What follows belongs to an exercise in optimizing a design on an open flow for small area and a short achievable clock period; a production flow would make more cautious choices.
In this exercise RTL edits were held to simulation tests only and were not proved equivalent to the original.
No activity file was given, so power comes from the tool's default toggle rates.

==> flow/design.v <==
module MUX2#(parameter WIDTH=18)(in1, in2, sel, out);
    input [WIDTH-1:0] in1, in2;
    input sel;
    output[WIDTH-1:0] out;
    assign out = (sel==1)? in2: in1;
endmodule
module AddSub #(
    parameter WIDTH = 18
    )(
        input mode,
        input [WIDTH-1:0] in1, in2,
        input carryin,
        output reg [WIDTH-1:0] out,
        output reg cout
    );
    always @(*) begin
        if(!mode)
            {cout, out}= in1+in2+carryin;
        else 
            {cout, out}= in1-(carryin+in2); 
    end
endmodule
module multiplier #(
    parameter WIDTH =18
)(
    input [WIDTH-1:0] m1, m2,
    output [WIDTH*2-1:0] out
);
    assign out= m1*m2;
endmodule
module MUX4_1 #(
    parameter WIDTH_IN1 = 48,
    parameter WIDTH_IN2 = 18,
    parameter WIDTH_IN3 = 36,
    parameter WIDTH_OUT  = 48
)(
    input [1:0] sel,
    input [WIDTH_IN1-1:0] in1,
    input [WIDTH_IN2-1:0] in2,
    input [WIDTH_IN3-1:0] in3,
    output reg [WIDTH_OUT-1:0] out
);
    always @(*) begin
        case (sel)
            2'b00: out = {WIDTH_OUT{1'b0}};  
            2'b01: out = {{(WIDTH_OUT - WIDTH_IN3){in3[WIDTH_IN3-1]}}, in3};  
            2'b10: out = in1;  
            2'b11: out = {{(WIDTH_OUT - WIDTH_IN2){in2[WIDTH_IN2-1]}}, in2};  
            default: out = {WIDTH_OUT{1'bx}};
        endcase
    end
endmodule
module DSP #(
    parameter A0REG = 1,  
    parameter A1REG = 1,
    parameter B0REG = 1, 
    parameter B1REG = 1,
    parameter CREG = 1, 
    parameter DREG = 1, 
    parameter MREG = 1,
    parameter PREG = 1, 
    parameter CARRYINREG = 1,
    parameter CARRYOUTREG = 1,
    parameter OPMODEREG = 1,
    parameter CARRYINSEL = "OPMODE5",  
    parameter B_INPUT = "DIRECT",  
    parameter RSTTYPE = "SYNC"
    )(
    input clk,
    input [7:0] opmode, 
    input CEA, 
    input CEB, 
    input CEC, 
    input CECARRYIN, 
    input CED, 
    input CEM, 
    input CEP,
    input CEOPMODE,
    input RSTA,  
    input RSTB,  
    input RSTC,  
    input RSTCARRYIN,  
    input RSTD,  
    input RSTM,  
    input RSTOPMODE,  
    input RSTP,
    input [17:0] A, B, D, BCIN,
    input [47:0] C,
    input carryin,
    input [47:0] PCIN,  
    output reg [17:0] BCOUT,  
    output reg [47:0] PCOUT,  
    output reg [35:0] M,
    output reg [47:0] P,
    output reg carryout, 
    output reg carryoutf
    );
    localparam IS_SYNCRESET = (RSTTYPE == "SYNC") ;  
    localparam IS_BDIRECT = (B_INPUT == "DIRECT");
    localparam IS_CARRYINSEL_OPMODE = (CARRYINSEL == "OPMODE5");
    localparam IS_CARRYINSEL_CARRYIN = (CARRYINSEL == "CARRYIN");
    localparam ZERO = 0;
    reg [17:0] A_ff, B_ff, D_ff;
    reg [47:0] C_ff;
    reg [7:0] opmode_ff;
    reg CYI;
    reg CYO;
    reg [35:0] M_ff;
    reg [47:0] P_ff;
    wire [17:0] pre_addsub_out;
    wire pre_addsub_cout;
    wire [17:0] MUX1_out;
    wire [35:0] mult_out;
    reg [47:0] D_A_B_concatenated;
    wire [47:0] MUX_X_out;
    wire [47:0] MUX_Z_out;
    reg [17:0] A1_ff;
    reg [17:0] B1_ff;
    wire [47:0] post_addsub_out;
    wire post_addsub_cout;
    generate
    if (A0REG) begin : gen_pipeline_A
        if (IS_SYNCRESET) begin
            always @(posedge clk) begin
                if (RSTA)
                    A_ff <= 18'b0;
                else if (CEA)
                    A_ff <= A;
            end
        end else begin
            always @(posedge clk or posedge RSTA) begin
                if (RSTA)
                    A_ff <= 18'b0;
                else if (CEA)
                    A_ff <= A;
            end
        end
    end else begin : gen_comb_A
        always @* begin
            A_ff = A;
        end
    end
    endgenerate
    generate
    if (B0REG) begin : gen_pipeline_B0
        if (IS_SYNCRESET) begin
            always @(posedge clk) begin
                if (RSTB)
                    B_ff <= 18'b0;
                else if (CEB) begin
                    if (IS_BDIRECT)
                        B_ff <= B;
                    else
                        B_ff <= BCIN;
                end
            end
        end else begin
            always @(posedge clk or posedge RSTB) begin
                if (RSTB)
                    B_ff <= 18'b0;
                else if (CEB) begin
                    if (IS_BDIRECT)
                        B_ff <= B;
                    else
                        B_ff <= BCIN;
                end
            end
        end
    end else begin : gen_comb_B0
        always @* begin
            if (IS_BDIRECT)
                B_ff = B;
            else
                B_ff = BCIN;
        end
    end
    endgenerate
    generate
    if (CREG) begin : gen_pipeline_C
        if (IS_SYNCRESET) begin
            always @(posedge clk) begin
                if (RSTC)
                    C_ff <= 48'b0;
                else if (CEC)
                    C_ff <= C;
            end
        end else begin
            always @(posedge clk or posedge RSTC) begin
                if (RSTC)
                    C_ff <= 48'b0;
                else if (CEC)
                    C_ff <= C;
            end
        end
    end else begin : gen_comb_C
        always @* begin
            C_ff = C;
        end
    end
    endgenerate
    generate
    if (DREG) begin : gen_pipeline_D
        if (IS_SYNCRESET) begin
            always @(posedge clk) begin
                if (RSTD)
                    D_ff <= 18'b0;
                else if (CED)
                    D_ff <= D;
            end
        end else begin
            always @(posedge clk or posedge RSTD) begin
                if (RSTD)
                    D_ff <= 18'b0;
                else if (CED)
                    D_ff <= D;
            end
        end
    end else begin : gen_comb_D
        always @* begin
            D_ff = D;
        end
    end
    endgenerate
    generate
    if (OPMODEREG) begin : gen_pipeline_opmode
        if (IS_SYNCRESET) begin
            always @(posedge clk) begin
                if (RSTOPMODE)
                    opmode_ff <= 8'b0;
                else if (CEOPMODE)
                    opmode_ff <= opmode;
            end
        end else begin
            always @(posedge clk or posedge RSTOPMODE) begin
                if (RSTOPMODE)
                    opmode_ff <= 8'b0;
                else if (CEOPMODE)
                    opmode_ff <= opmode;
            end
        end
    end else begin : gen_comb_opmode
        always @* begin
            opmode_ff = opmode;
        end
    end
    endgenerate
    generate
    if (CARRYINREG) begin : gen_pipeline_CYI
        if (IS_SYNCRESET) begin
            always @(posedge clk) begin
                if (RSTCARRYIN)
                    CYI <= 0;
                else if (CECARRYIN) begin
                    if (CARRYINSEL == "OPMODE5")
                        CYI <= opmode_ff[5];
                    else if (CARRYINSEL == "CARRYIN")
                        CYI <= carryin;
                    else
                        CYI <= 1'b0;
                end
            end
        end else begin
            always @(posedge clk or posedge RSTCARRYIN) begin
                if (RSTCARRYIN)
                    CYI <= 0;
                else if (CECARRYIN) begin
                    if (CARRYINSEL == "OPMODE5")
                        CYI <= opmode_ff[5];
                    else if (CARRYINSEL == "CARRYIN")
                        CYI <= carryin;
                    else
                        CYI <= 1'b0;
                end
            end
        end
    end else begin : gen_comb_CYI
        always @* begin
            if (CARRYINSEL == "OPMODE5")
                CYI = opmode_ff[5];
            else if (CARRYINSEL == "CARRYIN")
                CYI = carryin;
            else
                CYI = 1'b0;
        end
    end
    endgenerate
    AddSub #(
        .WIDTH(18)
    ) pre_addsub (
        .mode(opmode_ff[6]), 
        .in1(D_ff), 
        .in2(B_ff), 
        .carryin(ZERO), 
        .out(pre_addsub_out),
        .cout(pre_addsub_cout)
    );
    MUX2 #(
        .WIDTH(18)
    )pre_addsub_mux (
        .in1(B_ff), 
        .in2(pre_addsub_out), 
        .sel(opmode_ff[4]), 
        .out(MUX1_out));
    generate
    if (B1REG) begin : gen_pipeline_B1
        if (IS_SYNCRESET) begin
            always @(posedge clk) begin
                if (RSTB)
                    B1_ff <= 18'b0;
                else if (CEB)
                    B1_ff <= MUX1_out;
            end
        end else begin
            always @(posedge clk or posedge RSTB) begin
                if (RSTB)
                    B1_ff <= 18'b0;
                else if (CEB)
                    B1_ff <= MUX1_out;
            end
        end
    end else begin : gen_comb_B1
        always @* begin
            B1_ff = MUX1_out;
        end
    end
    endgenerate
    always @(*) begin
        BCOUT = B1_ff;
        D_A_B_concatenated= {D_ff[11:0], A_ff[17:0], B_ff[17:0]};
    end   
    generate
    if (A1REG) begin : gen_pipeline_A1
        if (IS_SYNCRESET) begin
            always @(posedge clk) begin
                if (RSTA)
                    A1_ff <= 18'b0;
                else if (CEA)
                    A1_ff <= A_ff;
            end
        end else begin
            always @(posedge clk or posedge RSTA) begin
                if (RSTA)
                    A1_ff <= 18'b0;
                else if (CEA)
                    A1_ff <= A_ff;
            end
        end
    end else begin : gen_comb_A1
        always @* begin
            A1_ff = A_ff;
        end
    end
    endgenerate
    multiplier m1(
        .m1(B1_ff), 
        .m2(A1_ff), 
        .out(mult_out));
    generate
    if (MREG) begin : gen_pipeline_M
        if (IS_SYNCRESET) begin
            always @(posedge clk) begin
                if (RSTM)
                    M_ff <= 36'b0;
                else if (CEM)
                    M_ff <= mult_out;
            end
        end else begin
            always @(posedge clk or posedge RSTM) begin
                if (RSTM)
                    M_ff <= 36'b0;
                else if (CEM)
                    M_ff <= mult_out;
            end
        end
    end else begin : gen_comb_M
        always @* begin
            M_ff = mult_out;
        end
    end
    endgenerate
    always @(M_ff) begin
        M= M_ff;
    end
    MUX4_1 #(
        .WIDTH_IN1(48),
        .WIDTH_IN2(48),
        .WIDTH_IN3(36),
        .WIDTH_OUT(48)
    ) u_mux4_1 (
        .sel(opmode_ff[1:0]),
        .in1(PCOUT),
        .in2(D_A_B_concatenated),
        .in3(mult_out),
        .out(MUX_X_out)
    );
    MUX4_1 #(
        .WIDTH_IN1(48),
        .WIDTH_IN2(48),
        .WIDTH_IN3(48),
        .WIDTH_OUT(48)
    ) u_mux4_2 (
        .sel(opmode_ff[3:2]),
        .in1(P_ff),
        .in2(C_ff),
        .in3(PCIN),
        .out(MUX_Z_out)
    );
    AddSub #(
        .WIDTH(48)
    ) post_addsub(
        .mode(opmode_ff[7]),
        .in1(MUX_Z_out),
        .in2(MUX_X_out),
        .carryin(CYI),
        .out(post_addsub_out),
        .cout(post_addsub_cout)
    );
    generate
    if (PREG) begin : gen_pipeline_P
        if (IS_SYNCRESET) begin
            always @(posedge clk) begin
                if (RSTP)
                    P_ff <= 48'b0;
                else if (CEP)
                    P_ff <= post_addsub_out;
            end
        end else begin
            always @(posedge clk or posedge RSTP) begin
                if (RSTP)
                    P_ff <= 48'b0;
                else if (CEP)
                    P_ff <= post_addsub_out;
            end
        end
    end else begin : gen_comb_P
        always @* begin
            P_ff = post_addsub_out;
        end
    end
    endgenerate
    always@(P_ff) begin
        P= P_ff;
        PCOUT= P_ff;
    end
    generate
    if (CARRYOUTREG) begin : gen_pipeline_carryout
        if (IS_SYNCRESET) begin
            always @(posedge clk) begin
                if (RSTCARRYIN)
                    CYO <= 0;
                else if (CECARRYIN)
                    CYO <= post_addsub_cout;
            end
        end else begin
            always @(posedge clk or posedge RSTCARRYIN) begin
                if (RSTP)
                    CYO <= 0;
                else if (CEP)
                    CYO <= post_addsub_cout;
            end
        end
    end else begin : gen_comb_carryout
        always @* begin
            CYO = post_addsub_cout;
        end
    end
    endgenerate
    always @(CYO) begin
        carryout = CYO;
        carryoutf= CYO;
    end
endmodule
==> flow/run.sh <==
#!/bin/bash
# synth_recipe.tcl (not shown) runs the flow's synth.tcl, then flattens the netlist and writes it again
# the make line also repeats each setting of config.mk as NAME=value (left out here)
make -C /OpenROAD-flow-scripts/flow DESIGN_CONFIG=/design/flow/config.mk WORK_HOME=/design/flow/orfs CLKGATE_MAP_FILE= SYNTH_SCRIPT=/design/flow/synth_recipe.tcl finish
==> flow/config.mk <==
export PLATFORM = sky130hd
export DESIGN_NAME = DSP
export DESIGN_NICKNAME = DSP
export VERILOG_FILES = /design/flow/design.v
export SDC_FILE = /design/flow/constraint.sdc
export NUM_CORES = 4
export LEC_CHECK = 0
export CAP_MARGIN = 20
export CORE_MARGIN = 2
export CORE_UTILIZATION = 40
export SLEW_MARGIN = 20
==> flow/constraint.sdc <==
create_clock -name core_clock -period 9.5 [get_ports {clk}]
set_input_delay 1.9000 -clock core_clock [delete_from_list [all_inputs] [get_ports {clk}]]
set_output_delay 1.9000 -clock core_clock [all_outputs]
set_load 0.01 [all_outputs]
==> reports/qor.yml <==
route:
  drc: 0
  drt_pass1_iterations: 8
  via_count: 25600
  drt_iter0_markers: 1635
  wl_per_cell_um: 19.7
  avgViaCountPerCell: 5.21
  routed_wl_um: 96600
  ant_nets: 0
logic_synthesis:
  synth_area_per_cell_sq_um: 8.21
  ys_seq_area_share_pct: 16.2
  synth_fp_nets: 4214
  async_reset_ff_share_pct: 0
  syn_inst: 3492
  ys.flop_type: "dfxtp_1"
  ys_warn_count: 6
  synth_cell_type_count: 88
  synth-edff-count: 0
  synth-seq-cells: 232
  synth_area_sq_mm: 0.0287
finish:
  area_growth_pct: 25.1
  final_layout_size_suffix_gt1_share_pct: 13.1
  multi_input_comb_area_sq_mm: 0.0214
  diodes: 0
  layout_commonest_cell: "inv_1"
  nets: 4650
  final_cell_mix: "inv_1, nor2_1, nand2_1"
  regArea_sq_mm: 0.00468
  fin_util_pct: 50.4
  fill_cells: 6983
cts:
  path_clk_slew_ps: 70
  clk_latency_ps: 590
  clock_sinks: 232
  root_buffer: "clkbuf_16"
  htree_num_levels: 2
  cts_buffer_depth: 3
  tritoncts: "built"
  cts_buffers: 34
  cts_hold_buf: 0
floorplan:
  initial_utilization_pct: 40.3
  core_sq_mm: 0.0712
  die_area_sq_mm: 0.0738
  die_x_um: 272
  io_pins: 346
  rows: 98
  die_h_um: 272
setup_path:
  end_kind: "register"
  crit_path_frequent_cell: "fa_1"
  startpoint_type: "register"
  path_class: "register to register"
  critical_path_required_ps: 9990
  cp_slowest_cell: "fa_1"
  arrival_ps: 9660
  slowest_delay_ps: 540
  path_max_fanout: 8
place:
  port_buffers: 326
  gp_congestion: 0.926
  dp_hpwl_um: 78100
sta:
  period_share_pct: 96.5
  tightest_slew_ps: 1050
  min_period_ps: 9170
  max_freq_ghz: 0.109
  drv_slew: 0
  worst_slew_margin_rel_pct: 29.4
  setup_viol: 0
  clock_skew_ps: 55.4
  hold_violations: 0
grt:
  grt_pass1_vias: 25600
  grt_max_degree: 68
  antenna_found_initial: 0
  overflow: 0
  grt_pass1_wl_um: 149000
  grt_usage_pct: 26.0
power:
  p_leak_nw: 17.0
  p_total_mw: 4.11
  peakVddDrop_mv: 0.118
  power_density_mw_per_mm2: 115
flow_run:
  max_cap_viol_count: 0
outcome:
  status: "finished clean"
worst_hold_path:
  min_path_type: "register to register"
cells in the mapped netlist, drive strengths merged (8+ instances only):
cell type / count / area share, %
nand2b: 35 / 0.76
fa: 261 / 18
xor2: 44 / 1.3
nor3b: 11 / 0.31
o211ai: 16 / 0.44
nor3: 40 / 0.72
a311oi: 9 / 0.30
nand3: 56 / 0.98
nor2b: 24 / 0.52
or2: 9 / 0.20
o21ai: 108 / 1.9
and2: 145 / 3.2
a2111oi: 13 / 0.48
mux2: 51 / 2.0
a21o: 58 / 1.5
nand4: 13 / 0.28
o21bai: 21 / 0.55
xnor2: 92 / 2.8
dfxtp: 232 / 16
clkbuf: 161 / 2.1
ha: 267 / 12
a22oi: 23 / 0.60
a21oi: 166 / 2.9
nor4: 8 / 0.22
a211oi: 39 / 1.1
and3: 16 / 0.35
mux2i: 188 / 6.6
inv: 473 / 6.2
a22o: 39 / 1.2
nand2: 321 / 4.2
buf: 79 / 1.7
a31oi: 30 / 0.71
nor2: 324 / 4.2
or3: 8 / 0.17
o31ai: 9 / 0.30
o21a: 16 / 0.42
final timing paths:
check	startpoint	to	slack (ps)	cells after the start
hold reg to reg	M_ff[13]$_SDFFE_PP0P_	M_ff[13]$_SDFFE_PP0P_	480	2
setup / recovery	A1_ff[12]$_SDFFE_PP0P_	P_ff[44]$_SDFFE_PP0P_	330	38
setup reg to reg	A1_ff[12]$_SDFFE_PP0P_	P_ff[44]$_SDFFE_PP0P_	330	38
hold / removal	M_ff[13]$_SDFFE_PP0P_	M_ff[13]$_SDFFE_PP0P_	480	2
state kept, by name (all words and copies together), names as in the netlist, 8 cells and up:
| register | cells |
|---|---|
| P_ff | 48 |
| A_ff | 18 |
| C_ff | 48 |
| B1_ff | 18 |
| D_ff | 18 |
| B_ff | 18 |
| opmode_ff | 8 |
| M_ff | 36 |
| A1_ff | 18 |
area by class of cell:
type | count | share of cell area, %
Sequential cell | 232 | 13.0
Multi-Input combinational cell | 2546 | 59.5
Clock buffer | 44 | 2.65
Clock inverter | 18 | 0.568
Timing Repair Buffer | 640 | 15.9
Tap cell | 950 | 3.31
Inverter | 474 | 4.96
critical path: cells and delay by family, from the launching register on:
family          cells  cell delay (ps)
fa+ha+maj           9             4060
compound gates     12             2430
simple gates        7             1060
buf+inv             8              800
flops               1              410
xor+xnor            2              350
timing repair:
item                                   CTS  global route
gates resized for setup                  2            61
buffers inserted                         0             3
setup endpoints to repair                2            19
pin swaps                                0             7
endpoints found under the hold margin    0             0
cloned                                   0             0
layer usage:
metal	track usage [%]	share of wire, %	wire length [um]
met5	0	0	0
met4	8.98	3.5	3390
met3	4.39	6.2	6020
met2	43.3	47	44900
met1	33.9	44	42200
logic make-up after synthesis:
kind of cell             after synthesis  synth area share, %
AO/OA/AOI/OAI                        610                 14.4
XOR/XNOR                             136                 4.15
adder cells (fa/ha/maj)              528                 29.9
buffers and inverters                714                 10.0
flip-flops                           232                 16.2
multiplexers                         239                 8.56
AND/OR/NAND/NOR                     1033                 16.8
power breakdown:
| part | switching (mW) | internal (mW) |
|---|---|---|
| combinational | 0.850 | 0.777 |
| sequential | 0.0953 | 1.03 |
| clock | 0.558 | 0.796 |
metrics by stage:
stage               setup slack (ps)  std cells  hold slack (ps)  TNS (ps)  cell area (sq um)
floorplan                        874       3492              454         0              28700
global placement               -19.6       4839              466     -19.6              34500
finish                           332       4904              479         0              35900
global route                   -6.88       4904              517     -6.88              35900
CTS                             25.3       4901              483         0              35600
detailed placement             -30.1       4839              467     -30.1              34500

separate check: timing with driven ports:
Ports are ideal in the flow. The routed layout listed here was re-timed in OpenROAD. Step 1 sets driving cells, clkbuf_16 on the clock port and buf_2 on the other inputs (assumed; they add their load-dependent delay and slew). Step 2 also shifts input and output timing later by t, the mid clock arrival at the registers, as if the neighbouring blocks saw the same clock. Slacks: ideal ports / drivers / drivers and shift; pairs: ideal ports / drivers.
t, ns: 0.627
slack for setup (ns): 0.332 / 0.332 / 0.332
hold slack, ns: 0.479 / 0.479 / 0.479
clock arrival spread, ns: 0.055 / 0.056
After both steps this run still meets setup and hold. For this run, drivers alone change the setup slack by 0.000 ns; drivers and shift together by 0.000 ns.
